This is an optimization exercise on Yosys and OpenROAD, whose aim is small area, a short achievable clock period and few clock cycles, not a production implementation. Function was checked by simulation only, so behaviour that the tests miss may differ from the original. Power figures rest on the tool's default switching activity, not on a simulated workload.

`flow/constraint.sdc`:
```
create_clock -name core_clock -period 5.0 [get_ports {clk}]
set_input_delay 1.0000 -clock core_clock [delete_from_list [all_inputs] [get_ports {clk}]]
set_output_delay 1.0000 -clock core_clock [all_outputs]
set_load 0.01 [all_outputs]
```
`flow/standard.sh`:
```
#!/bin/bash
# synth_recipe.tcl (not shown) runs the flow's synth.tcl, then flattens the netlist and writes it again
# the make line also repeats each setting of config.mk as NAME=value (left out here)
make -C /OpenROAD-flow-scripts/flow DESIGN_CONFIG=/design/flow/config.mk WORK_HOME=/design/flow/orfs CLKGATE_MAP_FILE= SYNTH_SCRIPT=/design/flow/synth_recipe.tcl "${@:-finish}"
```
`flow/flow/pins.tcl`:
```
set_io_pin_constraint -group -order -pin_names {proc_wdata[0] mem_rdata[0] mem_rdata[32] mem_rdata[64] mem_rdata[96] proc_rdata[0] mem_wdata[0] mem_wdata[32] mem_wdata[64] mem_wdata[96]}
set_io_pin_constraint -group -order -pin_names {proc_wdata[1] mem_rdata[1] mem_rdata[33] mem_rdata[65] mem_rdata[97] proc_rdata[1] mem_wdata[1] mem_wdata[33] mem_wdata[65] mem_wdata[97]}
set_io_pin_constraint -group -order -pin_names {proc_wdata[2] mem_rdata[2] mem_rdata[34] mem_rdata[66] mem_rdata[98] proc_rdata[2] mem_wdata[2] mem_wdata[34] mem_wdata[66] mem_wdata[98]}
set_io_pin_constraint -group -order -pin_names {proc_wdata[3] mem_rdata[3] mem_rdata[35] mem_rdata[67] mem_rdata[99] proc_rdata[3] mem_wdata[3] mem_wdata[35] mem_wdata[67] mem_wdata[99]}
set_io_pin_constraint -group -order -pin_names {proc_wdata[4] mem_rdata[4] mem_rdata[36] mem_rdata[68] mem_rdata[100] proc_rdata[4] mem_wdata[4] mem_wdata[36] mem_wdata[68] mem_wdata[100]}
set_io_pin_constraint -group -order -pin_names {proc_wdata[5] mem_rdata[5] mem_rdata[37] mem_rdata[69] mem_rdata[101] proc_rdata[5] mem_wdata[5] mem_wdata[37] mem_wdata[69] mem_wdata[101]}
set_io_pin_constraint -group -order -pin_names {proc_wdata[6] mem_rdata[6] mem_rdata[38] mem_rdata[70] mem_rdata[102] proc_rdata[6] mem_wdata[6] mem_wdata[38] mem_wdata[70] mem_wdata[102]}
set_io_pin_constraint -group -order -pin_names {proc_wdata[7] mem_rdata[7] mem_rdata[39] mem_rdata[71] mem_rdata[103] proc_rdata[7] mem_wdata[7] mem_wdata[39] mem_wdata[71] mem_wdata[103]}
set_io_pin_constraint -group -order -pin_names {proc_wdata[8] mem_rdata[8] mem_rdata[40] mem_rdata[72] mem_rdata[104] proc_rdata[8] mem_wdata[8] mem_wdata[40] mem_wdata[72] mem_wdata[104]}
set_io_pin_constraint -group -order -pin_names {proc_wdata[9] mem_rdata[9] mem_rdata[41] mem_rdata[73] mem_rdata[105] proc_rdata[9] mem_wdata[9] mem_wdata[41] mem_wdata[73] mem_wdata[105]}
set_io_pin_constraint -group -order -pin_names {proc_wdata[10] mem_rdata[10] mem_rdata[42] mem_rdata[74] mem_rdata[106] proc_rdata[10] mem_wdata[10] mem_wdata[42] mem_wdata[74] mem_wdata[106]}
set_io_pin_constraint -group -order -pin_names {proc_wdata[11] mem_rdata[11] mem_rdata[43] mem_rdata[75] mem_rdata[107] proc_rdata[11] mem_wdata[11] mem_wdata[43] mem_wdata[75] mem_wdata[107]}
set_io_pin_constraint -group -order -pin_names {proc_wdata[12] mem_rdata[12] mem_rdata[44] mem_rdata[76] mem_rdata[108] proc_rdata[12] mem_wdata[12] mem_wdata[44] mem_wdata[76] mem_wdata[108]}
set_io_pin_constraint -group -order -pin_names {proc_wdata[13] mem_rdata[13] mem_rdata[45] mem_rdata[77] mem_rdata[109] proc_rdata[13] mem_wdata[13] mem_wdata[45] mem_wdata[77] mem_wdata[109]}
set_io_pin_constraint -group -order -pin_names {proc_wdata[14] mem_rdata[14] mem_rdata[46] mem_rdata[78] mem_rdata[110] proc_rdata[14] mem_wdata[14] mem_wdata[46] mem_wdata[78] mem_wdata[110]}
set_io_pin_constraint -group -order -pin_names {proc_wdata[15] mem_rdata[15] mem_rdata[47] mem_rdata[79] mem_rdata[111] proc_rdata[15] mem_wdata[15] mem_wdata[47] mem_wdata[79] mem_wdata[111]}
set_io_pin_constraint -group -order -pin_names {proc_wdata[16] mem_rdata[16] mem_rdata[48] mem_rdata[80] mem_rdata[112] proc_rdata[16] mem_wdata[16] mem_wdata[48] mem_wdata[80] mem_wdata[112]}
set_io_pin_constraint -group -order -pin_names {proc_wdata[17] mem_rdata[17] mem_rdata[49] mem_rdata[81] mem_rdata[113] proc_rdata[17] mem_wdata[17] mem_wdata[49] mem_wdata[81] mem_wdata[113]}
set_io_pin_constraint -group -order -pin_names {proc_wdata[18] mem_rdata[18] mem_rdata[50] mem_rdata[82] mem_rdata[114] proc_rdata[18] mem_wdata[18] mem_wdata[50] mem_wdata[82] mem_wdata[114]}
set_io_pin_constraint -group -order -pin_names {proc_wdata[19] mem_rdata[19] mem_rdata[51] mem_rdata[83] mem_rdata[115] proc_rdata[19] mem_wdata[19] mem_wdata[51] mem_wdata[83] mem_wdata[115]}
set_io_pin_constraint -group -order -pin_names {proc_wdata[20] mem_rdata[20] mem_rdata[52] mem_rdata[84] mem_rdata[116] proc_rdata[20] mem_wdata[20] mem_wdata[52] mem_wdata[84] mem_wdata[116]}
set_io_pin_constraint -group -order -pin_names {proc_wdata[21] mem_rdata[21] mem_rdata[53] mem_rdata[85] mem_rdata[117] proc_rdata[21] mem_wdata[21] mem_wdata[53] mem_wdata[85] mem_wdata[117]}
set_io_pin_constraint -group -order -pin_names {proc_wdata[22] mem_rdata[22] mem_rdata[54] mem_rdata[86] mem_rdata[118] proc_rdata[22] mem_wdata[22] mem_wdata[54] mem_wdata[86] mem_wdata[118]}
set_io_pin_constraint -group -order -pin_names {proc_wdata[23] mem_rdata[23] mem_rdata[55] mem_rdata[87] mem_rdata[119] proc_rdata[23] mem_wdata[23] mem_wdata[55] mem_wdata[87] mem_wdata[119]}
set_io_pin_constraint -group -order -pin_names {proc_wdata[24] mem_rdata[24] mem_rdata[56] mem_rdata[88] mem_rdata[120] proc_rdata[24] mem_wdata[24] mem_wdata[56] mem_wdata[88] mem_wdata[120]}
set_io_pin_constraint -group -order -pin_names {proc_wdata[25] mem_rdata[25] mem_rdata[57] mem_rdata[89] mem_rdata[121] proc_rdata[25] mem_wdata[25] mem_wdata[57] mem_wdata[89] mem_wdata[121]}
set_io_pin_constraint -group -order -pin_names {proc_wdata[26] mem_rdata[26] mem_rdata[58] mem_rdata[90] mem_rdata[122] proc_rdata[26] mem_wdata[26] mem_wdata[58] mem_wdata[90] mem_wdata[122]}
set_io_pin_constraint -group -order -pin_names {proc_wdata[27] mem_rdata[27] mem_rdata[59] mem_rdata[91] mem_rdata[123] proc_rdata[27] mem_wdata[27] mem_wdata[59] mem_wdata[91] mem_wdata[123]}
set_io_pin_constraint -group -order -pin_names {proc_wdata[28] mem_rdata[28] mem_rdata[60] mem_rdata[92] mem_rdata[124] proc_rdata[28] mem_wdata[28] mem_wdata[60] mem_wdata[92] mem_wdata[124]}
set_io_pin_constraint -group -order -pin_names {proc_wdata[29] mem_rdata[29] mem_rdata[61] mem_rdata[93] mem_rdata[125] proc_rdata[29] mem_wdata[29] mem_wdata[61] mem_wdata[93] mem_wdata[125]}
set_io_pin_constraint -group -order -pin_names {proc_wdata[30] mem_rdata[30] mem_rdata[62] mem_rdata[94] mem_rdata[126] proc_rdata[30] mem_wdata[30] mem_wdata[62] mem_wdata[94] mem_wdata[126]}
set_io_pin_constraint -group -order -pin_names {proc_wdata[31] mem_rdata[31] mem_rdata[63] mem_rdata[95] mem_rdata[127] proc_rdata[31] mem_wdata[31] mem_wdata[63] mem_wdata[95] mem_wdata[127]}
```
`flow/design.v`:
```
module cache(
    clk,
    proc_reset,
    proc_read,
    proc_write,
    proc_addr,
    proc_rdata,
    proc_wdata,
    proc_stall,
    mem_read,
    mem_write,
    mem_addr,
    mem_rdata,
    mem_wdata,
    mem_ready
);
    input          clk;
    input          proc_reset;
    input          proc_read, proc_write;
    input   [29:0] proc_addr;
    input   [31:0] proc_wdata;
    output         proc_stall;
    output  [31:0] proc_rdata;
    input  [127:0] mem_rdata;
    input          mem_ready;
    output         mem_read, mem_write;
    output  [27:0] mem_addr;
    output [127:0] mem_wdata;
    reg [127:0] data  [0:7];
    reg  [24:0] tag   [0:7];
    reg   [7:0] valid;
    reg   [7:0] dirty;
    reg         st_acc;      
    reg         st_hit;      
    reg         st_wb;       
    reg         st_rd;       
    reg         mem_read_q, mem_write_q;
    reg  [27:0] mem_addr_q;
    reg [127:0] blk_q;       
    reg   [3:0] hsel_q;      
    reg   [3:0] fsel_q;      
    integer b, w;
    wire  [2:0] idx  = proc_addr[4:2];
    wire [24:0] ptag = proc_addr[29:5];
    wire  [3:0] word = 4'd1 << proc_addr[1:0];
    wire  [7:0] blk  = 8'd1 << idx;
    wire        req  = proc_read | proc_write;
    wire [24:0] tag_idx = tag[idx];
    wire        vd      = |(blk & valid & dirty);
    reg   [7:0] match;
    always @(*)
        for (b = 0; b < 8; b = b + 1)
            match[b] = valid[b] & (tag[b] == ptag);
    wire        hit     = |(blk & match);
    wire        look    = st_acc & req;
    wire        fill    = st_rd & mem_ready;
    reg [127:0] sel_blk;
    always @(*) begin
        sel_blk = 128'd0;
        for (b = 0; b < 8; b = b + 1)
            sel_blk = sel_blk | (data[b] & {128{blk[b]}});
    end
    reg [31:0] rword;
    always @(*) begin
        rword = 32'd0;
        for (w = 0; w < 4; w = w + 1)
            rword = rword | (blk_q[32*w +: 32] & {32{hsel_q[w]}})
                          | (mem_rdata[32*w +: 32] & {32{fsel_q[w]}});
    end
    reg [127:0] wdata;
    reg   [3:0] wsel;
    always @(*) begin
        wsel = {4{proc_write}} & word;
        for (w = 0; w < 4; w = w + 1)
            wdata[32*w +: 32] = wsel[w] ? proc_wdata : mem_rdata[32*w +: 32];
    end
    assign proc_stall = ~(st_hit | fill);
    assign proc_rdata = rword;
    assign mem_read   = mem_read_q;
    assign mem_write  = mem_write_q;
    assign mem_addr   = mem_addr_q;
    assign mem_wdata  = blk_q;
    always @(posedge clk) begin
        blk_q      <= sel_blk;
        hsel_q     <= {4{look & hit}} & word;
        fsel_q     <= {4{~(look & hit)}} & word;
        mem_addr_q <= {(st_acc & vd) ? tag_idx : ptag, idx};
    end
    always @(posedge clk) begin
        if (proc_reset) begin
            st_acc      <= 1'b1;
            st_hit      <= 1'b0;
            st_wb       <= 1'b0;
            st_rd       <= 1'b0;
            mem_read_q  <= 1'b0;
            mem_write_q <= 1'b0;
        end else begin
            st_acc      <= (st_acc & ~req) | st_hit | fill;
            st_hit      <= look & hit;
            st_wb       <= (look & ~hit & vd) | (st_wb & ~mem_ready);
            st_rd       <= (look & ~hit & ~vd) | (st_wb & mem_ready) | (st_rd & ~mem_ready);
            mem_read_q  <= (look & ~hit & ~vd) | (st_wb & mem_ready);
            mem_write_q <= look & ~hit & vd;
        end
    end
    always @(posedge clk) begin
        for (b = 0; b < 8; b = b + 1) begin
            for (w = 0; w < 4; w = w + 1)
                if (blk[b] & (fill | (st_hit & wsel[w])))
                    data[b][32*w +: 32] <= wdata[32*w +: 32];
            if (blk[b] & fill)
                tag[b] <= ptag;
            if (blk[b] & (fill | (st_hit & proc_write)))
                dirty[b] <= proc_write;
        end
    end
    always @(posedge clk) begin
        if (proc_reset)
            valid <= 8'd0;
        else
            for (b = 0; b < 8; b = b + 1)
                if (blk[b] & fill)
                    valid[b] <= 1'b1;
    end
endmodule
```
`flow/config.mk`:
```
export PLATFORM = sky130hd
export DESIGN_NAME = cache
export DESIGN_NICKNAME = cache
export VERILOG_FILES = /design/flow/design.v
export SDC_FILE = /design/flow/constraint.sdc
export NUM_CORES = 4
export LEC_CHECK = 0
export CAP_MARGIN = 20
export CORE_MARGIN = 2
export CORE_UTILIZATION = 60
export CTS_CLUSTER_DIAMETER = 100
export CTS_CLUSTER_SIZE = 20
export SETUP_SLACK_MARGIN = 2.2
export SLEW_MARGIN = 20
```
`flow/flow/run.sh`:
```
#!/bin/bash
# The standard layout (the standard.sh: unchanged synthesis and steps)
# with two changes to how it is placed:
#  - the input and output port buffers are the smallest buffer cell
#    (sky130_fd_sc_hd__buf_1) instead of clkdlybuf4s50_1; timing repair
#    still resizes any of them that limit timing;
#  - before pin placement, flow/pins.tcl groups the ports of each data bit
#    side by side on the die edge (see gen/make_pins.py).
# make's full output goes to standard.log; each ORFS step keeps its own log
# under orfs/logs/.
set -uo pipefail
here=$(pwd)
export BUFFER_PORTS_ARGS="-buffer_cell sky130_fd_sc_hd__buf_1"
export PRE_IO_PLACEMENT_TCL="$here/flow/pins.tcl"
bash standard.sh > standard.log 2>&1
```
==> impl_metrics.json, run 1 <==
{
  "hold_buffers": 0,
  "syn_area_um2": 53300,
  "core_area_um2": 88200,
  "yosysMostFrequentCell": "edfxtp_1",
  "grt_usage_pct": 37.3,
  "crit_path_top_delay_cell": "buf_4",
  "maxSlewViolCount": 0,
  "synthTopCellsByArea": "edfxtp_1 (69%), a22oi_1 (9.2%), dfxtp_1 (6.7%)",
  "drc_errors": 0,
  "setup_tns_ns": 0,
  "synth-async-reset-ratio_pct": 0,
  "drive_gt1_share_pct": 12.5,
  "grt_use_met3_pct": 9.70,
  "met1_usage_pct": 54.1,
  "gp_congestion": 0.934,
  "synth_edf_count": 1232,
  "hpwl_mm": 107,
  "rows": 109,
  "grt_pass1_wl_mm": 237,
  "start_util_pct": 60.4,
  "yosys.area.top_type": "edfxtp_1",
  "dp_worst_setup_slack_ns": 1.24,
  "grt_pass1_vias": 31700,
  "critPathKind": "in -> reg",
  "place_area_um2": 56500,
  "syn_to_final_growth_pct": 11.5,
  "avgSynthCellArea_um2": 16.5,
  "clockRootBuffer": "clkbuf_16",
  "max_cap_violations": 0,
  "die_w_um": 302,
  "cp_top_family": "simple AND/OR/NAND/NOR gates",
  "worstPathRequired_ns": 5.28,
  "end_kind": "register",
  "setup_slack_ns": 2.20,
  "post-route-period-util_pct": 56.0,
  "seq_power_share_pct": 61.6,
  "arrival_ns": 3.08,
  "status": "no timing/DRC/antenna violations",
  "nets": 3804,
  "busiest_layer": "met2",
  "cp_max_fo": 32,
  "stdcell_count": 4835,
  "fillers": 6050,
  "p_clk_share_pct": 31.2,
  "hold_viol": 0,
  "period_minus_slack_ns": 2.80,
  "power_frac_comb_pct": 7.2,
  "tritoncts": "done",
  "routedWlPerCell_um": 35.6,
  "synth_top_area_share_pct": 69.4,
  "crit_path_cell_trace": "buf_4 -> or2b_4 -> nor2_4 -> nand2_4 -> nor2_4 -> buf_4",
  "portBuffers": 385,
  "max_stage_delay_ns": 0.58,
  "htreeDepth": 3,
  "vias": 33500,
  "ant_nets": 0,
  "syn_nets": 3426,
  "p_leak_uw": 0.0185,
  "cts_buffers": 80,
  "skew_ns": 0.0295,
  "switching_share_pct": 23.2,
  "hold_path.class": "reg -> reg",
  "rsz0062_at_grt": "true",
  "netlist-cell-type-count": 47,
  "clock-sinks": 1410,
  "tightestPinTransition_ns": 1.20,
  "placed_cells": 4666,
  "max_freq_mhz": 357,
  "intPower_uw": 16500,
  "viasPerCell": 6.93,
  "final-setup-viol-count": 0,
  "synthFlopType": "edfxtp_1",
  "cts.path.max_buffers": 3,
  "met2_usage_pct": 55.5,
  "critical_path_buf_inv_count": 2,
  "ios": 386,
  "synth_warnings": 3,
  "worstSkewPairLatency_ns": 0.67,
  "synthCells": 3231,
  "slew_headroom_pct": 20.1,
  "overflow": 0,
  "final_area_um2": 59400,
  "ys_seq_elements": 1410,
  "drt_first_pass_iters": 6,
  "ir_drop_v": 0.000360,
  "die_height_um": 302,
  "grt_antenna_before_repair": 12,
  "drt_iter0_drc": 5077,
  "synth_top_cells_by_count": "edfxtp_1 (1232), a22oi_1 (650), nand4_1 (195)",
  "p_per_area_nw_per_um2": 362,
  "die-area_um2": 91200,
  "start_kind": "input port",
  "cts.clk_slew.worst_paths_ns": 0.08,
  "grt_start_max_net_pins": 132,
  "ys_seq_area_share_pct": 76.1,
  "drt_wl_total_mm": 172,
  "p_switching_uw": 5000
}
[flip-flops by register name, indices dropped and copies added (netlist names)]
signal,flops
data,1024
tag,200
blk_q,128
mem_addr_q,28
dirty,8
valid,8
fsel_q,4
hsel_q,4
mem_read_q,1
mem_write_q,1
st_acc,1
st_hit,1
st_rd,1
st_wb,1
[repair_timing]
item                                    CTS  global route
gates cloned                              3             2
setup buffers                            20             1
pin swaps                                 4             1
endpoints found under the setup margin  466           355
gates resized for setup                  42            37
[layer usage]
metal,part of all wire [%],wire [um],vias to the layer above
met5,0.085,147,-
met4,4.0,6880,4
met3,13,22500,357
met2,44,76600,2350
met1,38,66200,17100
li1,-,-,13800
[logic make-up after synthesis]
logic type | count (synthesis) | share of synthesized area, %
AO/OA/AOI/OAI | 796 | 10.9
XOR/XNOR | 200 | 3.29
buffers and inverters | 237 | 1.90
flip-flops | 1410 | 76.1
multiplexers | 159 | 3.38
AND/OR/NAND/NOR | 429 | 4.39
[through the flow]
stage	power, uW	hold slack [ns]	util (%)
2_1_floorplan	14100	0.427	-
3_3_place_gp	14900	0.437	64.0
3_5_place_dp	15000	0.450	64.0
4_1_cts	21500	0.476	67.1
5_1_grt	22000	0.498	67.3
6_report	21500	0.471	67.3
[cells in the final DEF, fill, tap and decap left out, drive strengths merged, types with 15 or more instances in the layout]
master / netlist / layout
o21ai: 44 / 44
mux2: 139 / 139
nand4: 195 / 195
inv: 23 / 24
mux2i: 17 / 17
clkbuf: 155 / 147
nor4: 22 / 22
dfxtp: 178 / 178
a22oi: 650 / 650
xnor2: 124 / 124
nor2b: 15 / 15
edfxtp: 1232 / 1232
a21oi: 42 / 42
nor2: 86 / 86
xor2: 76 / 76
nand2: 52 / 52
buf: 59 / 492
[worst paths after layout]
check / cells past startpoint / slack [ns] / to / startpoint
hold / removal: 2 / 0.47 / blk_q[72] / data[3][72]
setup reg to reg: 7 / 2.47 / fsel_q[2] / tag[5][16]
hold reg to reg: 2 / 0.47 / blk_q[72] / data[3][72]
setup / recovery: 6 / 2.20 / data[1][58] / proc_addr[2]
[tightest hold or removal path, delay by kind of cell (launching register included)]
| kind | cells | cell delay [ns] |
|---|---|---|
| compound gates | 1 | 0.06 |
| simple gates | 1 | 0.06 |
| flops | 1 | 0.33 |
[power by group through the flow]
stage / clock (uW) / sequential (uW) / combinational [uW]
floorplan: 0 / 13400 / 746
global placement: 0 / 13500 / 1410
detailed placement: 0 / 13500 / 1440
CTS: 6750 / 13200 / 1490
global route: 7150 / 13300 / 1610
finish: 6720 / 13300 / 1540
[final cells by class]
cell class / instances / area [um^2] / area share [%]
Sequential cell: 1410 / 40600 / 68.3
Multi-Input combinational cell: 1586 / 12200 / 20.5
Timing Repair Buffer: 508 / 2820 / 4.74
Clock buffer: 136 / 2230 / 3.76
Tap cell: 1165 / 1460 / 2.45
Inverter: 23 / 90.1 / 0.152
Clock inverter: 4 / 52.6 / 0.0884
Antenna cell: 3 / 7.51 / 0.0126
Testbench counts, summed over its fixed seeds: cycles 154,099.
==> run 2: changes to the inputs <==
--- a/flow/config.mk
+++ b/flow/config.mk
@@ -12,3 +12,3 @@
 export CTS_CLUSTER_SIZE = 20
-export SETUP_SLACK_MARGIN = 2.2
+export SETUP_SLACK_MARGIN = 1.9
 export SLEW_MARGIN = 20
==> run 2 against run 1 <==
  * Final area decreased by 0.95%
  * Via count decreased by 0.97%
  * Critical path depth increased by 2
  * Core utilization decreased by 0.64 points
  * Hold slack got worse by 0.010 ns
  * Sequential cell count unchanged
  * Clock skew decreased by 0.0030 ns
  * Sequential share of layout area increased by 0.65 points
  * Wire length decreased by 3.1%
  * Register-to-register slack got worse by 0.20 ns
  * Critical endpoint is now st_rd
==> impl_metrics.json, run 2 <==
{
  "hpwl_mm": 107,
  "p_per_area_nw_per_um2": 367,
  "multi_input_area_um2": 12100,
  "synthFlopType": "edfxtp_1",
  "vias": 33200,
  "critPathCapture": "st_rd",
  "drt_iter0_drc": 5118,
  "start_util_pct": 60.4,
  "grt_pass1_vias": 31200,
  "max_stage_delay_ns": 0.68,
  "htreeDepth": 3,
  "largestRegisters": "data: 1024 flops, tag: 200 flops, blk_q: 128 flops",
  "tightestPinTransition_ns": 1.16,
  "ant_nets": 0,
  "synthTopCellsByArea": "edfxtp_1 (69%), a22oi_1 (9.2%), dfxtp_1 (6.7%)",
  "post-route-period-util_pct": 60.6,
  "start_kind": "input port",
  "worstSkewPairLatency_ns": 0.66,
  "drive_gt1_share_pct": 11.1,
  "rows": 109,
  "ys_seq_area_share_pct": 76.1,
  "crit_path_cell_trace": "clkbuf_2 -> buf_4 -> nor2_4 -> nand4_1 -> o32ai_1 -> or4_4 -> or3_1 -> a31oi_1",
  "grt_start_max_net_pins": 130,
  "cp.depth": 8,
  "crit_path_top_delay_cell": "buf_4",
  "mostFrequentLayoutCells": "edfxtp_1 (1232), a22oi_1 (650), buf_1 (373), nand4_1 (195), dfxtp_1 (174)",
  "yosys.area.top_type": "edfxtp_1",
  "hold_path.class": "reg -> reg",
  "synth_top_cells_by_count": "edfxtp_1 (1232), a22oi_1 (650), nand4_1 (195)",
  "drc_errors": 0,
  "p_leak_uw": 0.0182,
  "die-area_um2": 91200,
  "cp_top_family": "simple AND/OR/NAND/NOR gates",
  "ys_seq_elements": 1410,
  "cts.clk_slew.worst_paths_ns": 0.08,
  "die_w_um": 302,
  "cp_max_fo": 50,
  "avgSynthCellArea_um2": 16.5,
  "arrival_ns": 3.61,
  "synth_edf_count": 1232,
  "nets": 3783,
  "ios": 386,
  "fin_total_pwr_uw": 21600,
  "maxSlewViolCount": 0,
  "grt_usage_pct": 36.4,
  "drt_first_pass_iters": 6,
  "synth_top_area_share_pct": 69.4,
  "regMostFlops": "data",
  "drt_wl_total_mm": 167,
  "fillers": 6144,
  "hold_viol": 0,
  "period_minus_slack_ns": 3.03,
  "yosysMostFrequentCell": "edfxtp_1",
  "cts.path.max_buffers": 3,
  "synth-async-reset-ratio_pct": 0,
  "syn_nets": 3426,
  "status": "no timing/DRC/antenna violations",
  "overflow": 0,
  "viasPerCell": 6.89,
  "clockRootBuffer": "clkbuf_16",
  "portBuffers": 385,
  "cts_buffers": 80,
  "end_kind": "register",
  "worstPathRequired_ns": 5.58,
  "routedWlPerCell_um": 34.6,
  "gp_congestion": 0.922,
  "synth_warnings": 3,
  "r2r_start": "st_rd",
  "rr_endpoint": "data[6][61]",
  "clock-sinks": 1410,
  "reg2reg_depth": 5,
  "critical_path_buf_inv_count": 2,
  "regArea_um2": 40600,
  "core_area_um2": 88200,
  "hold_buffers": 0,
  "cp-startpoint": "proc_addr[3]",
  "final_common_cell": "edfxtp_1",
  "grt_pass1_wl_mm": 232,
  "die_height_um": 302,
  "setup_tns_ns": 0,
  "max_cap_violations": 0,
  "final-setup-viol-count": 0,
  "syn_area_um2": 53300,
  "rsz0062_at_grt": "true",
  "skew_ns": 0.0265,
  "ir_drop_v": 0.000331,
  "largest_register_ff_count": 1024,
  "max_freq_mhz": 330,
  "netlist-cell-type-count": 47,
  "grt_antenna_before_repair": 8,
  "tritoncts": "done",
  "slew_headroom_pct": 22.4,
  "synthCells": 3231,
  "critPathKind": "in -> reg",
  "syn_to_final_growth_pct": 10.5,
  "rrSetupSlack_ns": 2.27
}
==> run 2: cell count changes in the layout (fill, tap and decap cells not counted), sizes merged <==
| cell | delta |
|---|---|
| buf | -15 |
| clkbuf | +8 |
| clkdlybuf4s15 | -4 |
| inv | +3 |
| clkinv | -2 |
| bufbuf | -1 |
| clkinvlp | -1 |
| diode | -1 |
==> run 2: per-stage QoR <==
step | util (%) | instance area, um^2 | instances | worst slack [ns] | hold slack [ns]
detailed placement | 63.9 | 56400 | 4667 | 1.04 | 0.443
CTS | 66.6 | 58800 | 4816 | 1.86 | 0.462
global placement | 63.9 | 56400 | 4667 | 1.10 | 0.436
global route | 66.7 | 58900 | 4820 | 1.90 | 0.492
floorplan | - | 53500 | 3231 | 1.25 | 0.427
finish | 66.7 | 58900 | 4822 | 1.97 | 0.461
==> run 2: kinds of logic (layout without fill, tap and decap cells) <==
kind of cell           Yosys count  count (layout)  share of synthesized area [%]
AO/OA/AOI/OAI                  796             796                           10.9
buffers and inverters          237             659                           1.90
flip-flops                    1410            1410                           76.1
other                            0               2                              0
multiplexers                   159             159                           3.38
XOR/XNOR                       200             200                           3.29
AND/OR/NAND/NOR                429             431                           4.39
==> run 2: cell type report <==
| type | instances | share of cell area (%) |
|---|---|---|
| Clock inverter | 4 | 0.0638 |
| Sequential cell | 1410 | 68.9 |
| Timing Repair Buffer | 487 | 3.92 |
| Multi-Input combinational cell | 1586 | 20.5 |
| Clock buffer | 145 | 3.92 |
| Tap cell | 1165 | 2.48 |
| Inverter | 23 | 0.147 |
| Antenna cell | 2 | 0.00850 |
==> run 2: how the worst min path moves through the flow <==
stage	startpoint	end	slack, ns	cells past startpoint
floorplan	st_wb	st_wb	0.43	1
global placement	st_wb	st_wb	0.44	1
detailed placement	st_wb	st_wb	0.44	1
CTS	st_wb	st_wb	0.46	1
global route	st_wb	st_wb	0.49	1
finish	st_wb	st_wb	0.46	1
==> run 2: timing repair <==
action,4_1_cts,5_1_grt
endpoints found under the setup margin,78,150
cloned,0,2
pin swaps,1,2
resized for setup,6,20
buffers inserted,0,2
==> run 2: routing by layer <==
| layer | track usage (%) | vias to the layer above | part of all wire, % |
|---|---|---|---|
| li1 | - | 13700 | - |
| met1 | 53.4 | 16900 | 39 |
| met2 | 53.4 | 2307 | 44 |
| met3 | 12.0 | 254 | 14 |
| met4 | 8.50 | 2 | 2.3 |
| met5 | 0 | - | 0.078 |
==> run 2: power by group <==
part	switching (uW)	internal [uW]	total, uW	leakage (uW)
Sequential	291	13000	13300	0.0126
Combinational	1060	439	1500	0.00454
Clock	3660	3160	6810	0.00112
Total	5010	16600	21600	0.0182
==> run 3: changes to the inputs <==
--- a/flow/config.mk
+++ b/flow/config.mk
@@ -12,3 +12,3 @@
 export CTS_CLUSTER_SIZE = 20
-export SETUP_SLACK_MARGIN = 1.9
+export SETUP_SLACK_MARGIN = 1.6
 export SLEW_MARGIN = 20
==> run 3 against run 2 <==
  * Clock power shrank 0.6%
  * Highest routed layer unchanged
  * Sequential power is essentially flat
  * First-iteration DRC count grew 0.55%
==> impl_metrics.json, run 3 <==
{
  "status": "no timing/DRC/antenna violations",
  "grt_pass1_wl_mm": 232,
  "maxSlewViolCount": 0,
  "worstSkewPairLatency_ns": 0.66,
  "setup_tns_ns": 0,
  "end_kind": "primary output",
  "vias": 33200,
  "routedWlPerCell_um": 34.3,
  "final_area_um2": 58900,
  "synth-async-reset-ratio_pct": 0,
  "cts_repair_resize_count": 0,
  "nets": 3776,
  "switching_share_pct": 23.2,
  "p_clk_share_pct": 31.5,
  "viasPerCell": 6.91,
  "drc_errors": 0,
  "grt_use_met3_pct": 7.86,
  "ys_seq_elements": 1410,
  "busiest_layer": "met1",
  "hold_path.class": "reg -> reg",
  "drt_wl_total_mm": 165,
  "power_frac_comb_pct": 6.8,
  "yosysMostFrequentCell": "edfxtp_1",
  "portBuffers": 385,
  "largestRegisters": "data: 1024 flops, tag: 200 flops, blk_q: 128 flops",
  "start_kind": "register",
  "synth_top_area_share_pct": 69.4,
  "rows": 109,
  "grt_pass1_vias": 31600,
  "largest_register_ff_count": 1024,
  "regMostFlops": "data",
  "tritoncts": "done",
  "start_util_pct": 60.4,
  "grt_usage_pct": 36.0,
  "hold_viol": 0,
  "die_w_um": 302,
  "cts.clk_slew.worst_paths_ns": 0.09,
  "ant_nets": 0,
  "syn_nets": 3426,
  "yosys.area.top_type": "edfxtp_1",
  "arrival_ns": 2.27,
  "drt_first_pass_iters": 6,
  "gp_congestion": 0.931,
  "max_cap_violations": 0,
  "hold_buffers": 0,
  "drive_gt1_share_pct": 10.7,
  "overflow": 0,
  "tightestPinTransition_ns": 1.13,
  "synthTopCellsByArea": "edfxtp_1 (69%), a22oi_1 (9.2%), dfxtp_1 (6.7%)",
  "p_per_area_nw_per_um2": 365,
  "cts.path.max_buffers": 3,
  "skew_ns": 0.0200,
  "p_leak_uw": 0.0182,
  "max_freq_mhz": 306,
  "clock-sinks": 1410,
  "synthCells": 3231,
  "seq_power_share_pct": 61.7,
  "core_area_um2": 88200,
  "final-setup-viol-count": 0,
  "synthFlopType": "edfxtp_1",
  "place_area_um2": 56500,
  "met1_usage_pct": 54.5,
  "met2_usage_pct": 52.7,
  "ir_drop_v": 0.000351,
  "post-route-period-util_pct": 65.4,
  "drt_iter0_drc": 5146,
  "avgSynthCellArea_um2": 16.5,
  "p_switching_uw": 4980,
  "rsz0062_at_grt": "false",
  "ios": 386,
  "clockRootBuffer": "clkbuf_16",
  "synth_top_cells_by_count": "edfxtp_1 (1232), a22oi_1 (650), nand4_1 (195)",
  "die_height_um": 302,
  "slew_headroom_pct": 24.4,
  "fillers": 6128,
  "mostFrequentLayoutCells": "edfxtp_1 (1232), a22oi_1 (650), buf_1 (382), nand4_1 (195), dfxtp_1 (171)",
  "period_minus_slack_ns": 3.27,
  "cp_max_fo": 32,
  "die-area_um2": 91200,
  "hpwl_mm": 105,
  "stdcell_count": 4808,
  "htreeDepth": 3,
  "final_common_cell": "edfxtp_1",
  "regArea_um2": 40600,
  "syn_to_final_growth_pct": 10.5,
  "grt_antenna_before_repair": 12,
  "post_cts_buffers": 0,
  "worstPathRequired_ns": 4.00,
  "intPower_uw": 16500,
  "cts_buffers": 80,
  "ys_seq_area_share_pct": 76.1,
  "synth_warnings": 3,
  "placed_cells": 4664,
  "critPathKind": "reg -> out",
  "syn_area_um2": 53300,
  "netlist-cell-type-count": 47,
  "grt_start_max_net_pins": 131,
  "synth_edf_count": 1232,
  "multi_input_area_um2": 12000
}
[run 3: cell counts after synthesis]
Identical to the previous run, type by type.
[run 3: final cells by class]
cell class | count | share of cell area [%]
antenna | 2 | 0.00850
clock buffer | 136 | 3.79
clock inverter | 6 | 0.168
inverter | 23 | 0.147
multi-input combinational | 1584 | 20.4
sequential | 1410 | 68.9
tap | 1165 | 2.48
timing repair buffer | 482 | 4.04
[run 3: stage by stage]
step | power, uW | utilization, % | hold slack (ns) | setup slack (ns)
finish | 21500 | 66.7 | 0.460 | 1.73
global route | 22000 | 66.7 | 0.476 | 1.72
CTS | 21500 | 66.7 | 0.445 | 1.70
detailed placement | 14900 | 64.1 | 0.460 | 1.24
floorplan | 14100 | - | 0.427 | 0.962
global placement | 14900 | 64.1 | 0.435 | 1.20
[run 3: logic make-up (layout without fill, tap and decap cells)]
kind of cell	after synthesis	count (layout)	synth area share (%)
AO/OA/AOI/OAI	796	796	10.9
XOR/XNOR	200	200	3.29
buffers and inverters	237	647	1.90
flip-flops	1410	1410	76.1
multiplexers	159	159	3.38
other	0	2	0
AND/OR/NAND/NOR	429	429	4.39
[run 3: metal layers]
layer | wire length, um | vias to the layer above | share of wire [%]
met5 | 12 | - | 0.0073
met4 | 5130 | 2 | 3.1
met3 | 20700 | 312 | 13
met2 | 73100 | 2281 | 44
met1 | 66200 | 16900 | 40
li1 | - | 13700 | -
[run 3: critical path, cell delays in order, from the launching register on]
cell	delay, ns
dfxtp_2	0.97
a22oi_1	0.23
nand4_1	0.17
buf_1	0.17
[run 3: worst paths after layout]
check,start,endpoint,slack (ns),cells past startpoint
worst max register to register,st_rd,data[0][114],2.27,5
worst min-delay path,data[0][3],blk_q[3],0.46,2
worst min register to register,data[0][3],blk_q[3],0.46,2
worst max-delay path,fsel_q[0],proc_rdata[14],1.73,3
[run 3: power by group through the flow]
| stage | combinational (uW) | sequential [uW] | clock [uW] |
|---|---|---|---|
| final | 1450 | 13300 | 6770 |
| after global routing | 1540 | 13300 | 7180 |
| after CTS | 1430 | 13300 | 6820 |
| after detailed placement | 1420 | 13500 | 0 |
| after global placement | 1400 | 13500 | 0 |
| after floorplan | 729 | 13400 | 0 |
==> run 4: changes to the inputs <==
--- a/flow/config.mk
+++ b/flow/config.mk
@@ -12,3 +12,3 @@
 export CTS_CLUSTER_SIZE = 20
-export SETUP_SLACK_MARGIN = 1.6
+export SETUP_SLACK_MARGIN = 2.35
 export SLEW_MARGIN = 20
==> run 4 against run 3 <==
  * Still clean on timing, DRC and antenna
  * Register-to-register slack better by 0.27 ns
  * Clock-buffer cell count unchanged
  * Sequential share of layout area down 1.5 points
  * Non-clock buffer count up 43
  * Combinational power up 9.7%
  * Clock power about the same
  * Global-route usage up 1.8 points
  * Sequential power about the same
  * Die area unchanged
  * Critical path type unchanged
  * Highest routed layer unchanged
==> impl_metrics.json, run 4 <==
{
  "syn_to_final_growth_pct": 13.0,
  "cts.clk_slew.worst_paths_ns": 0.09,
  "cp_top_family": "flip-flops",
  "skew_ns": 0.0337,
  "die_height_um": 302,
  "htreeDepth": 3,
  "largest_register_ff_count": 1024,
  "syn_area_um2": 53300,
  "drt_iter0_drc": 5122,
  "hold_viol": 0,
  "routedWlPerCell_um": 35.9,
  "cts.path.max_buffers": 3,
  "slew_headroom_pct": 24.3,
  "grt_usage_pct": 37.7,
  "multi_input_area_um2": 12600,
  "die-area_um2": 91200,
  "synthCells": 3231,
  "largestRegisters": "data: 1024 flops, tag: 200 flops, blk_q: 128 flops",
  "worstPathRequired_ns": 4.00,
  "synth_edf_count": 1232,
  "hold-worst-slack_ns": 0.456,
  "rr_endpoint": "data[5][60]",
  "synth_top_area_share_pct": 69.4,
  "overflow": 0,
  "setup_tns_ns": 0,
  "clock-sinks": 1410,
  "ys_seq_elements": 1410,
  "gp_congestion": 0.974,
  "syn_nets": 3426,
  "rrSetupSlack_ns": 2.54,
  "arrival_ns": 1.84,
  "hold_buffers": 0,
  "tritoncts": "done",
  "synth_warnings": 3,
  "post-route-period-util_pct": 56.8,
  "core_area_um2": 88200,
  "holdPathEnd": "st_wb",
  "grt_pass1_wl_mm": 239,
  "regArea_um2": 40600,
  "grt_start_max_net_pins": 129,
  "hpwl_mm": 106,
  "synthTopCellsByArea": "edfxtp_1 (69%), a22oi_1 (9.2%), dfxtp_1 (6.7%)",
  "ios": 386,
  "crit_path_top_delay_cell": "dfxtp_4",
  "crit_path_cell_trace": "buf_12 -> a22oi_1 -> nand4_1 -> buf_2",
  "cp_max_fo": 8,
  "ys_seq_area_share_pct": 76.1,
  "clockRootBuffer": "clkbuf_16",
  "ir_drop_v": 0.000293,
  "final-setup-viol-count": 0,
  "rsz0062_at_grt": "true",
  "drive_gt1_share_pct": 15.8,
  "max_stage_delay_ns": 0.55,
  "post-route-util_pct": 68.2,
  "ant_nets": 0,
  "cts_buffers": 80,
  "critPathKind": "reg -> out",
  "maxSlewViolCount": 0,
  "avgSynthCellArea_um2": 16.5,
  "min-delay-start": "st_wb",
  "critical_path_buf_inv_count": 2,
  "fillers": 5960,
  "drt_first_pass_iters": 5,
  "yosys.area.top_type": "edfxtp_1",
  "synth_top_cells_by_count": "edfxtp_1 (1232), a22oi_1 (650), nand4_1 (195)",
  "p_per_area_nw_per_um2": 360,
  "rows": 109,
  "portBuffers": 385,
  "yosysMostFrequentCell": "edfxtp_1",
  "synthFlopType": "edfxtp_1",
  "hold_depth": 1,
  "worstSkewPairLatency_ns": 0.68,
  "grt_antenna_before_repair": 6,
  "viasPerCell": 6.96,
  "period_minus_slack_ns": 2.84,
  "start_kind": "register",
  "vias": 33800,
  "drc_errors": 0,
  "max_cap_violations": 0,
  "netlist-cell-type-count": 47,
  "final_common_cell": "edfxtp_1",
  "drt_wl_total_mm": 174,
  "p_leak_uw": 0.0188,
  "place_area_um2": 56400,
  "tightestPinTransition_ns": 1.13,
  "synth-async-reset-ratio_pct": 0,
  "reg2reg_depth": 5,
  "grt_pass1_vias": 31800,
  "start_util_pct": 60.4,
  "hold_path.class": "reg -> reg",
  "regMostFlops": "data",
  "status": "no timing/DRC/antenna violations",
  "mostFrequentLayoutCells": "edfxtp_1 (1232), a22oi_1 (590), buf_1 (327), nand4_1 (195), dfxtp_1 (172)",
  "r2r_start": "st_rd",
  "fin_total_pwr_uw": 21700,
  "nets": 3825,
  "max_freq_mhz": 352,
  "final_area_um2": 60200,
  "die_w_um": 302,
  "end_kind": "primary output"
}
==> run 4: changes by cell type in the layout (fill, tap and decap cells not counted), moves of 7 or more <==
cell | before | now
dfxtp_2 | 7 | 0
clkbuf_4 | 0 | 7
buf_12 | 16 | 29
buf_4 | 81 | 100
a22oi_1 | 650 | 590
buf_1 | 382 | 327
a22oi_2 | 0 | 60
buf_2 | 0 | 49
nand2_1 | 48 | 40
==> run 4: final cells by class <==
cell class | count | share of cell area, %
Tap cell | 1165 | 2.42
Antenna cell | 3 | 0.0125
Inverter | 23 | 0.150
Sequential cell | 1410 | 67.4
Multi-Input combinational cell | 1590 | 21.0
Clock inverter | 6 | 0.141
Clock buffer | 136 | 3.75
Timing Repair Buffer | 525 | 5.15
==> run 4: logic make-up after synthesis <==
| kind of cell | Yosys count | synth area share, % |
|---|---|---|
| compound gates | 796 | 10.9 |
| flops | 1410 | 76.1 |
| mux | 159 | 3.38 |
| buf+inv | 237 | 1.90 |
| xor+xnor | 200 | 3.29 |
| simple gates | 429 | 4.39 |
==> run 4: metal layers <==
metal / global-route usage (%) / share of wire (%) / wire length, um
met1: 54.0 / 38 / 66900
met5: 2.07 / 0.16 / 278
met3: 8.19 / 12 / 20700
met2: 58.9 / 46 / 80100
met4: 11.1 / 3.5 / 6180
==> run 4: through the flow <==
step / setup WS [ns] / instances
floorplan: 2.09 / 3231
global placement: 0.999 / 4652
detailed placement: 0.880 / 4652
CTS: 2.17 / 4834
global route: 2.13 / 4856
finish: 2.16 / 4858
==> run 4: repair_timing <==
action,in CTS,in global routing
setup buffers,34,16
gates resized for setup,122,106
pin swaps,31,44
gates cloned,6,5
endpoints found under the setup margin,667,810
==> run 4: worst max path at each step <==
| stage | startpoint | endpoint | slack [ns] | cells after the start |
|---|---|---|---|---|
| global placement | proc_addr[25] | fsel_q[2] | 1.0 | 8 |
| global route | hsel_q[2] | proc_rdata[27] | 2.13 | 4 |
| detailed placement | proc_addr[15] | hsel_q[2] | 0.88 | 8 |
| finish | fsel_q[3] | proc_rdata[23] | 2.16 | 4 |
| CTS | hsel_q[3] | proc_rdata[17] | 2.17 | 4 |
| floorplan | proc_addr[4] | data[1][100] | 2.09 | 7 |
==> run 4: power by group <==
group / internal (uW) / total (uW) / leakage [uW] / switching (uW)
Combinational: 489 / 1590 / 0.00512 / 1100
Sequential: 13000 / 13300 / 0.0126 / 286
Clock: 3120 / 6800 / 0.00112 / 3680
Total: 16600 / 21700 / 0.0188 / 5060
==> run 5: changes to the inputs <==
--- a/flow/config.mk
+++ b/flow/config.mk
@@ -9,6 +9,7 @@
 export CORE_MARGIN = 2
-export CORE_UTILIZATION = 60
+export CORE_UTILIZATION = 66
 export CTS_CLUSTER_DIAMETER = 100
 export CTS_CLUSTER_SIZE = 20
-export SETUP_SLACK_MARGIN = 2.35
+export PLACE_DENSITY = 0.72
+export SETUP_SLACK_MARGIN = 2.5
 export SLEW_MARGIN = 20
==> run 5 against run 4 <==
  * Clock power hardly changed
  * Combinational power is 3% higher
  * Area after synthesis stayed put
  * Final area is 0.90% higher
  * Critical path depth is 1 higher
  * Maximum frequency is 0.40% higher
  * Global-route usage is 3.7 points higher
  * Sequential share of layout area is 0.59 points lower
  * Core utilization is 7.4 points higher
  * Hold slack better by 0.014 ns
  * Critical path type unchanged
  * Largest power group unchanged
==> impl_metrics.json, run 5 <==
{
  "rsz0062_at_grt": "true",
  "muxShareOfSynthArea_pct": 3.38,
  "grt_antenna_before_repair": 5,
  "critical_path_buf_inv_count": 3,
  "clockRootBuffer": "clkbuf_16",
  "hold_viol": 0,
  "yosysMostFrequentCell": "edfxtp_1",
  "worstPathRequired_ns": 4.00,
  "drc_errors": 0,
  "tightestPinTransition_ns": 1.02,
  "synth_top_cells_by_count": "edfxtp_1 (1232), a22oi_1 (650), nand4_1 (195)",
  "maxSlewViolCount": 0,
  "ys_seq_elements": 1410,
  "synthFlopType": "edfxtp_1",
  "setup_tns_ns": 0,
  "start_util_pct": 66.4,
  "power_frac_comb_pct": 7.5,
  "largestRegisters": "data: 1024 flops, tag: 200 flops, blk_q: 128 flops",
  "netlist-cell-type-count": 47,
  "p_per_area_nw_per_um2": 357,
  "syn_area_um2": 53300,
  "cp_max_fo": 8,
  "max_stage_delay_ns": 0.41,
  "critPathKind": "reg -> out",
  "ir_drop_v": 0.000313,
  "switching_share_pct": 23.4,
  "intPower_uw": 16600,
  "end_kind": "primary output",
  "overflow": 0,
  "grt_pass1_vias": 32500,
  "max_cap_violations": 0,
  "start_kind": "register",
  "synth-adder-area-share_pct": 0,
  "worstSkewPairLatency_ns": 0.67,
  "p_leak_uw": 0.0190,
  "yosys.area.top_type": "edfxtp_1",
  "grt_pass1_wl_mm": 240,
  "post-route-util_pct": 75.6,
  "drive_gt1_share_pct": 17.2,
  "grt_start_max_net_pins": 129,
  "hpwl_mm": 103,
  "synth_xor_area_share_pct": 3.29,
  "grt_usage_pct": 41.4,
  "crit_path_cell_trace": "buf_12 -> buf_16 -> a22oi_2 -> nand4_1 -> buf_2",
  "tritoncts": "done",
  "regMostFlops": "data",
  "synth_warnings": 3,
  "ys_seq_area_share_pct": 76.1,
  "final-setup-viol-count": 0,
  "syn_nets": 3426,
  "hold_path.class": "reg -> reg",
  "die_height_um": 288,
  "clock-sinks": 1410,
  "core_area_um2": 80300,
  "final_common_cell": "edfxtp_1",
  "rows": 104,
  "arrival_ns": 1.83,
  "period_minus_slack_ns": 2.83,
  "synth-async-reset-ratio_pct": 0,
  "synthTopCellsByArea": "edfxtp_1 (69%), a22oi_1 (9.2%), dfxtp_1 (6.7%)",
  "synth_edf_count": 1232,
  "syn_to_final_growth_pct": 14.0,
  "nets": 3845,
  "p_clk_share_pct": 31.3,
  "cts_buffers": 80,
  "largest_register_ff_count": 1024,
  "seq_power_share_pct": 61.2,
  "die-area_um2": 83000,
  "synth_top_area_share_pct": 69.4,
  "drt_wl_total_mm": 173,
  "cp_top_family": "buffers and inverters",
  "synthCells": 3231,
  "ios": 386,
  "gp_congestion": 0.935,
  "synth_compound_area_share_pct": 10.9,
  "cts.clk_slew.worst_paths_ns": 0.09,
  "crit_path_top_delay_cell": "dfxtp_4",
  "slew_headroom_pct": 32.2,
  "drt_first_pass_iters": 7,
  "drt_iter0_drc": 5769,
  "synth_top_family_by_area": "compound AO/OA/AOI/OAI gates",
  "mostFrequentLayoutCells": "edfxtp_1 (1232), a22oi_1 (578), buf_1 (328), nand4_1 (195), dfxtp_1 (169)",
  "cts.path.max_buffers": 3,
  "routedWlPerCell_um": 36.3,
  "viasPerCell": 7.23,
  "status": "no timing/DRC/antenna violations",
  "htreeDepth": 3,
  "p_switching_uw": 5080,
  "max_freq_mhz": 353,
  "die_w_um": 288,
  "vias": 34500,
  "skew_ns": 0.0174,
  "post-route-period-util_pct": 56.6,
  "synth_simple_gate_area_share_pct": 4.39,
  "hold_buffers": 0,
  "portBuffers": 385,
  "fillers": 4698,
  "ant_nets": 0,
  "avgSynthCellArea_um2": 16.5
}
-- run 5: final timing paths --
kind	end	from	slack [ns]	depth (start not counted)
hold reg to reg	blk_q[32]	data[3][32]	0.47	2
setup / recovery	proc_rdata[31]	fsel_q[0]	2.17	5
setup reg to reg	hsel_q[1]	tag[5][11]	2.62	8
hold / removal	blk_q[32]	data[3][32]	0.47	2
-- run 5: through the flow --
step | setup slack (ns) | cells | total power [uW] | cell area (um^2) | hold slack [ns]
2_1_floorplan | 2.09 | 3231 | 14200 | 54000 | 0.427
3_3_place_gp | 1.01 | 4549 | 14900 | 56300 | 0.436
3_5_place_dp | 0.938 | 4549 | 14900 | 56300 | 0.464
4_1_cts | 2.17 | 4760 | 21600 | 60200 | 0.461
5_1_grt | 2.14 | 4771 | 22100 | 60700 | 0.488
6_report | 2.17 | 4772 | 21700 | 60700 | 0.470
-- run 5: cell families (layout without fill, tap and decap cells) --
| group | count (synthesis) | in the layout |
|---|---|---|
| flops | 1410 | 1410 |
| other cells | 0 | 1 |
| mux | 159 | 159 |
| xor+xnor | 200 | 200 |
| buf+inv | 237 | 711 |
| simple gates | 429 | 435 |
| compound gates | 796 | 796 |
-- run 5: timing repair --
item,CTS,global route
setup endpoints to repair,1935,1101
buffers inserted,60,8
pin swaps,71,31
gates resized for setup,209,87
gates cloned,8,3
-- run 5: metal layers --
metal  GRT usage [%]  vias to the layer above  share of wire, %
met2            62.3                     2810                46
met3            11.7                      438                14
met4            17.2                        2               4.7
li1                -                    13800                 -
met5               0                        -            0.0075
met1            57.7                    17400                36
-- run 5: cell type report --
type                    instances  area, um^2  area share (%)
diodes                          1        2.50         0.00412
clock buffers                 135        2210            3.64
clock inverters                 8         149           0.245
inverters                      23        90.1           0.148
multi-input cells            1590       12900            21.2
flip-flops and latches       1410       40600            66.8
well taps                    1060        1330            2.18
repair buffers                545        3480            5.74
-- run 5: worst reg2reg max path: stages (launching register included) --
cell      delay [ns]
edfxtp_1        0.42
xor2_1          0.19
nor4_1          0.58
nand4_1         0.27
o32ai_2         0.17
or4_4           0.22
buf_4           0.13
nand2b_4        0.10
nor2b_1         0.20
-- run 5: power groups by stage --
stage	Combinational [uW]	Clock, uW	Sequential, uW
3_5_place_dp	1410	0	13500
5_1_grt	1690	7160	13300
4_1_cts	1540	6790	13200
2_1_floorplan	768	0	13400
6_report	1630	6770	13300
3_3_place_gp	1370	0	13500
==> run 6: changes to the inputs <==
--- a/flow/config.mk
+++ b/flow/config.mk
@@ -13,3 +13,3 @@
 export PLACE_DENSITY = 0.72
-export SETUP_SLACK_MARGIN = 2.5
+export SETUP_SLACK_MARGIN = 2.2
 export SLEW_MARGIN = 20
==> run 6 against run 5 <==
  * Area after synthesis is the same
  * Power shrank 0.67%
  * Die area is the same
  * Largest power group unchanged
  * Critical endpoint is now fsel_q[0]
  * Non-clock buffer count shrank 30
  * Largest cell class unchanged
  * Core utilization shrank 1.6 points
  * Setup slack gained 0.041 ns
  * Final area shrank 2.1%
  * Critical path type is now in -> reg
  * Clock-buffer cell count grew 3
  * Still clean on timing, DRC and antenna
  * Hold slack lost 0.0016 ns
  * Cell count shrank 0.69%
  * Combinational power shrank 7%
  * Sequential power is essentially flat
==> impl_metrics.json, run 6 <==
{
  "drive_gt1_share_pct": 12.7,
  "drt_iter0_drc": 4997,
  "reg2reg_depth": 5,
  "syn_nets": 3426,
  "ant_nets": 0,
  "core_area_um2": 80300,
  "critPathKind": "in -> reg",
  "portBuffers": 385,
  "yosysMostFrequentCell": "edfxtp_1",
  "gp_congestion": 0.950,
  "grt_pass1_wl_mm": 232,
  "overflow": 0,
  "clock-sinks": 1410,
  "ys_seq_elements": 1410,
  "p_leak_uw": 0.0186,
  "final-setup-viol-count": 0,
  "routedWlPerCell_um": 35.1,
  "viasPerCell": 7.15,
  "largest_register_ff_count": 1024,
  "tritoncts": "done",
  "post-route-util_pct": 74.0,
  "regMostFlops": "data",
  "syn_area_um2": 53300,
  "vias": 33900,
  "synthTopCellsByArea": "edfxtp_1 (69%), a22oi_1 (9.2%), dfxtp_1 (6.7%)",
  "cts.clk_slew.worst_paths_ns": 0.09,
  "rsz0062_at_grt": "true",
  "arrival_ns": 3.33,
  "setup_tns_ns": 0,
  "skew_ns": 0.0334,
  "crit_path_cell_trace": "clkbuf_2 -> nor3_2 -> nand4_1 -> nor3_1 -> a22o_1 -> or4_4 -> nand2b_1 -> and2_1",
  "drt_first_pass_iters": 6,
  "met3_length_mm": 24.4,
  "hold_depth": 2,
  "dr_wl_met2_mm": 74.0,
  "final_common_cell": "edfxtp_1",
  "dp_worst_setup_slack_ns": 1.18,
  "netlist-cell-type-count": 47,
  "fillers": 4822,
  "slew_headroom_pct": 26.1,
  "setup_slack_ns": 2.21,
  "seq_power_share_pct": 61.5,
  "cp.depth": 8,
  "synth_top_area_share_pct": 69.4,
  "grt_pass1_vias": 32200,
  "synth-async-reset-ratio_pct": 0,
  "mostFrequentLayoutCells": "edfxtp_1 (1232), a22oi_1 (649), buf_1 (362), nand4_1 (195), dfxtp_1 (170)",
  "max_stage_delay_ns": 0.53,
  "start_util_pct": 66.4,
  "synth_top_cells_by_count": "edfxtp_1 (1232), a22oi_1 (650), nand4_1 (195)",
  "clockRootBuffer": "clkbuf_16",
  "stdcell_count": 4739,
  "hold_path.class": "reg -> reg",
  "die_w_um": 288,
  "avgSynthCellArea_um2": 16.5,
  "p_per_area_nw_per_um2": 362,
  "drc_errors": 0,
  "nets": 3811,
  "synthFlopType": "edfxtp_1",
  "worstPathRequired_ns": 5.54,
  "syn_to_final_growth_pct": 11.6,
  "synth_warnings": 3,
  "die_height_um": 288,
  "max_cap_violations": 0,
  "switching_share_pct": 23.1,
  "crit_path_top_delay_cell": "nor3_2",
  "cts_buffers": 80,
  "cp_max_fo": 17,
  "worstSkewPairLatency_ns": 0.68,
  "tightestPinTransition_ns": 1.11,
  "die-area_um2": 83000,
  "cp_top_family": "simple AND/OR/NAND/NOR gates",
  "drt_wl_total_mm": 166,
  "critical_path_buf_inv_count": 1,
  "m1WireLength_mm": 58.6,
  "hold_viol": 0,
  "end_kind": "register",
  "intPower_uw": 16500,
  "yosys.area.top_type": "edfxtp_1",
  "power_frac_comb_pct": 7.0,
  "largestRegisters": "data: 1024 flops, tag: 200 flops, blk_q: 128 flops",
  "hold-worst-slack_ns": 0.469,
  "placed_cells": 4550,
  "ys_seq_area_share_pct": 76.1,
  "p_switching_uw": 4970,
  "grt_start_max_net_pins": 129,
  "synth_edf_count": 1232,
  "cts.path.max_buffers": 3,
  "max_freq_mhz": 358,
  "htreeDepth": 3,
  "hpwl_mm": 99.6,
  "p_clk_share_pct": 31.4,
  "post-route-period-util_pct": 55.8,
  "maxSlewViolCount": 0,
  "synthCells": 3231,
  "status": "no timing/DRC/antenna violations",
  "ir_drop_v": 0.000318,
  "ios": 386,
  "start_kind": "input port",
  "grt_antenna_before_repair": 5,
  "grt_usage_pct": 39.9,
  "rows": 104,
  "highest_layer": "met5",
  "period_minus_slack_ns": 2.79
}
[run 6: cell counts after synthesis]
Identical to the previous run, type by type.
[run 6: area by class of cell]
cell class                      count  area, um^2  area share [%]
Sequential cell                  1410       40600            68.3
Multi-Input combinational cell   1586       12200            20.5
Timing Repair Buffer              515        2930            4.92
Clock buffer                      138        2240            3.77
Tap cell                         1060        1330            2.23
Clock inverter                      6        98.8           0.166
Inverter                           23        86.3           0.145
Antenna cell                        1        2.50         0.00421
[run 6: per-layer routing]
layer	GRT usage, %	up-vias
met5	0	-
met2	59.2	2879
met1	55.5	16800
li1	-	13800
met3	11.1	478
met4	19.5	8
[run 6: stage by stage]
step	instance area (um^2)	total power [uW]
3_5_place_dp	56400	14900
3_3_place_gp	56400	14900
2_1_floorplan	53700	14100
6_report	59400	21500
4_1_cts	59300	21400
5_1_grt	59400	22000
[run 6: power by group through the flow]
stage	Clock, uW	Combinational (uW)	Sequential (uW)
floorplan	0	746	13400
global placement	0	1370	13500
detailed placement	0	1400	13500
CTS	6770	1450	13200
global route	7170	1580	13200
finish	6760	1510	13200
[run 6: kinds of logic (layout without fill, tap and decap cells)]
group / Yosys count / count (layout) / share of synthesized area (%)
and+or+nand+nor: 429 / 431 / 4.39
muxes: 159 / 159 / 3.38
buffers and inverters: 237 / 682 / 1.90
xor gates and xnor gates: 200 / 200 / 3.29
AOI/OAI and AO/OA: 796 / 796 / 10.9
other: 0 / 1 / 0
DFF: 1410 / 1410 / 76.1
[run 6: repair_timing]
action,4_1_cts,5_1_grt
hold buffers,0,0
gates cloned,3,0
endpoints found under the setup margin,282,392
pin swaps,3,3
resized for setup,31,36
buffers inserted,29,12
[run 6: final timing paths]
| path | slack, ns | end | start |
|---|---|---|---|
| setup / recovery | 2.21 | fsel_q[0] | proc_addr[4] |
| hold / removal | 0.47 | blk_q[68] | data[0][68] |
| setup reg to reg | 2.45 | data[2][106] | st_rd |
| hold reg to reg | 0.47 | blk_q[68] | data[0][68] |
[run 6: tightest hold or removal path: stages, from the launching register on]
cell and delay, ns:
edfxtp_1 0.33, a22oi_1 0.06, nand4_1 0.06
==> run 7: changes to the inputs <==
--- a/flow/config.mk
+++ b/flow/config.mk
@@ -9,6 +9,5 @@
 export CORE_MARGIN = 2
-export CORE_UTILIZATION = 66
+export CORE_UTILIZATION = 55
 export CTS_CLUSTER_DIAMETER = 100
 export CTS_CLUSTER_SIZE = 20
-export PLACE_DENSITY = 0.72
 export SETUP_SLACK_MARGIN = 2.2
==> run 7 against run 6 <==
  * Setup slack worse by 0.048 ns
  * Still clean
  * Combinational power about the same
  * Final area increased by 0.32%
  * Area after synthesis stayed put
  * Clock-buffer cell count is the same
  * First-iteration DRC count is 6.1% higher
==> impl_metrics.json, run 7 <==
{
  "rrSetupSlack_ns": 2.56,
  "worstPathRequired_ns": 4.00,
  "yosysMostFrequentCell": "edfxtp_1",
  "cp_top_family": "flip-flops",
  "regMostFlops": "data",
  "fillers": 7136,
  "synth_warnings": 3,
  "die-area_um2": 99400,
  "max_cap_violations": 0,
  "largestRegisters": "data: 1024 flops, tag: 200 flops, blk_q: 128 flops",
  "htreeDepth": 3,
  "drt_wl_total_mm": 174,
  "cp_max_fo": 16,
  "crit_path_top_delay_cell": "dfxtp_4",
  "synth_top_cells_by_count": "edfxtp_1 (1232), a22oi_1 (650), nand4_1 (195)",
  "worstSkewPairLatency_ns": 0.69,
  "synthTopCellsByArea": "edfxtp_1 (69%), a22oi_1 (9.2%), dfxtp_1 (6.7%)",
  "synthFlopType": "edfxtp_1",
  "max_stage_delay_ns": 0.42,
  "cts.clk_slew.worst_paths_ns": 0.09,
  "met2_usage_pct": 51.9,
  "synth-adder-area-share_pct": 0,
  "hold-worst-slack_ns": 0.458,
  "drc_errors": 0,
  "maxSlewViolCount": 0,
  "synth_simple_gate_area_share_pct": 4.39,
  "vias": 33300,
  "setup_tns_ns": 0,
  "synth_top_family_by_area": "compound AO/OA/AOI/OAI gates",
  "final_common_cell": "edfxtp_1",
  "portBuffers": 385,
  "synth_top_area_share_pct": 69.4,
  "p_leak_uw": 0.0185,
  "syn_nets": 3426,
  "final-setup-viol-count": 0,
  "syn_to_final_growth_pct": 11.9,
  "avgSynthCellArea_um2": 16.5,
  "netlist-cell-type-count": 47,
  "ys_seq_area_share_pct": 76.1,
  "drive_gt1_share_pct": 12.8,
  "setup_slack_ns": 2.16,
  "busiest_layer": "met2",
  "reg2reg_depth": 7,
  "grt_use_met3_pct": 6.43,
  "hold_viol": 0,
  "die_height_um": 315,
  "mostFrequentLayoutCells": "edfxtp_1 (1232), a22oi_1 (637), buf_1 (352), nand4_1 (195), dfxtp_1 (174)",
  "drt_first_pass_iters": 8,
  "p_per_area_nw_per_um2": 363,
  "hpwl_mm": 106,
  "fin_total_pwr_uw": 21600,
  "holdPathEnd": "st_wb",
  "grt_pass1_wl_mm": 238,
  "rsz0062_at_grt": "true",
  "syn_area_um2": 53300,
  "skew_ns": 0.0304,
  "rows": 114,
  "synth_edf_count": 1232,
  "tritoncts": "done",
  "status": "no timing/DRC/antenna violations",
  "rr_endpoint": "fsel_q[2]",
  "start_util_pct": 55.3,
  "grt_usage_pct": 34.2,
  "critPathKind": "reg -> out",
  "dp_worst_setup_slack_ns": 1.33,
  "drt_iter0_drc": 5304,
  "muxShareOfSynthArea_pct": 3.38,
  "routedWlPerCell_um": 35.2,
  "hold_buffers": 0,
  "slew_headroom_pct": 18.3,
  "arrival_ns": 1.84,
  "r2r_start": "tag[6][3]",
  "ys_seq_elements": 1410,
  "grt_pass1_vias": 31200,
  "tightestPinTransition_ns": 1.23,
  "hold_depth": 1,
  "core_area_um2": 96300,
  "ir_drop_v": 0.000306,
  "met1_usage_pct": 51.4,
  "cts_buffers": 80,
  "hold_path.class": "reg -> reg",
  "synthCells": 3231,
  "ios": 386,
  "clockRootBuffer": "clkbuf_16",
  "grt_start_max_net_pins": 129,
  "max_freq_mhz": 352,
  "post-route-period-util_pct": 56.7,
  "period_minus_slack_ns": 2.84,
  "start_kind": "register",
  "yosys.area.top_type": "edfxtp_1",
  "critical_path_buf_inv_count": 2,
  "synth-async-reset-ratio_pct": 0,
  "largest_register_ff_count": 1024,
  "min-delay-start": "st_wb",
  "end_kind": "primary output",
  "synth_compound_area_share_pct": 10.9,
  "grt_antenna_before_repair": 7,
  "crit_path_cell_trace": "buf_12 -> a22oi_1 -> nand4_1 -> clkbuf_2",
  "viasPerCell": 6.74,
  "cts.path.max_buffers": 3,
  "clock-sinks": 1410,
  "ant_nets": 0,
  "die_w_um": 315,
  "synth_xor_area_share_pct": 3.29,
  "nets": 3797,
  "gp_congestion": 0.961,
  "overflow": 0
}
[run 7: layout make-up]
cell class              instances  area (um^2)  area share (%)
repair buffers                503         2840            4.75
multi-input cells            1584        12200            20.4
clock inverters                 6         92.6           0.155
well taps                    1276         1600            2.68
flip-flops and latches       1410        40600            68.0
inverters                      23         90.1           0.151
diodes                          6         15.0          0.0252
clock buffers                 138         2240            3.76
[run 7: worst max-delay path by stage]
stage,from,endpoint,slack (ns),cells after the start
after CTS,hsel_q[1],proc_rdata[31],2.18,4
after global routing,fsel_q[1],proc_rdata[11],2.14,4
after floorplan,proc_addr[4],data[2][100],2.00,7
after detailed placement,proc_addr[26],fsel_q[2],1.33,8
final,fsel_q[1],proc_rdata[15],2.16,4
after global placement,proc_addr[26],fsel_q[2],1.29,8
[run 7: cell families after synthesis]
group | Yosys count
XOR/XNOR | 200
buffers and inverters | 237
AND/OR/NAND/NOR | 429
multiplexers | 159
flip-flops | 1410
AO/OA/AOI/OAI | 796
[run 7: per-layer routing]
| metal | share of wire [%] | wire, um | vias up |
|---|---|---|---|
| li1 | - | - | 13800 |
| met1 | 40 | 69700 | 17100 |
| met2 | 46 | 79500 | 2228 |
| met3 | 12 | 20100 | 261 |
| met4 | 2.7 | 4770 | 2 |
| met5 | 0.0080 | 14 | - |
[run 7: through the flow]
stage / instances / util, % / cell area, um^2
5_1_grt: 4940 / 61.9 / 59600
3_5_place_dp: 4766 / 58.9 / 56700
2_1_floorplan: 3231 / - / 53700
3_3_place_gp: 4766 / 58.9 / 56700
4_1_cts: 4921 / 61.5 / 59300
6_report: 4946 / 61.9 / 59600
[run 7: what timing repair did]
item / 4_1_cts / 5_1_grt
setup endpoints to repair: 81 / 303
resized for setup: 35 / 57
pin swaps: 3 / 4
setup buffers: 11 / 14
gates cloned: 0 / 5
[run 7: report_power, final]
group | total, uW | internal, uW | switching [uW]
registers | 13300 | 13000 | 261
clock network | 6850 | 3100 | 3750
logic | 1540 | 460 | 1080

[separate check: timing with driven ports]
The flow's constraints put no driver on any port. The routed layouts listed below were extracted and timed again, unchanged, in two steps.
Step 1, drivers: a clkbuf_16 drives clk and a buf_2 each remaining input, both assumed.
Step 2 moves the port delays by t, midway between the first and last clock arrival at a register: inputs arrive t later, outputs are due t later. That takes back most of the time a late clock gives input paths.
Three values: ideal, step 1, step 2; two values: the first two.
run	t (ns)	setup WS [ns]	clock arrival spread, ns	worst register clock-pin slew, ns	worst slew at a driven data input, ns
run 1	0.728	2.198 / 2.130 / 1.448	0.031 / 0.031	0.09 / 0.09	0.16
run 2	0.722	1.972 / 1.918 / 1.289	0.027 / 0.027	0.10 / 0.10	0.26
run 3	0.730	1.728 / 1.653 / 1.192	0.023 / 0.023	0.09 / 0.09	0.23
run 4	0.740	2.158 / 2.082 / 1.444	0.038 / 0.039	0.09 / 0.09	0.28
run 5	0.748	2.169 / 2.090 / 1.608	0.026 / 0.026	0.09 / 0.09	0.25
run 6	0.734	2.211 / 2.079 / 1.345	0.037 / 0.038	0.09 / 0.09	0.24
run 7	0.751	2.163 / 2.089 / 1.351	0.037 / 0.036	0.09 / 0.09	0.26
After both steps setup and hold are still met in every run listed. For run 6, which loses most, drivers alone change the setup slack by -0.132 ns; drivers and shift together by -0.866 ns.
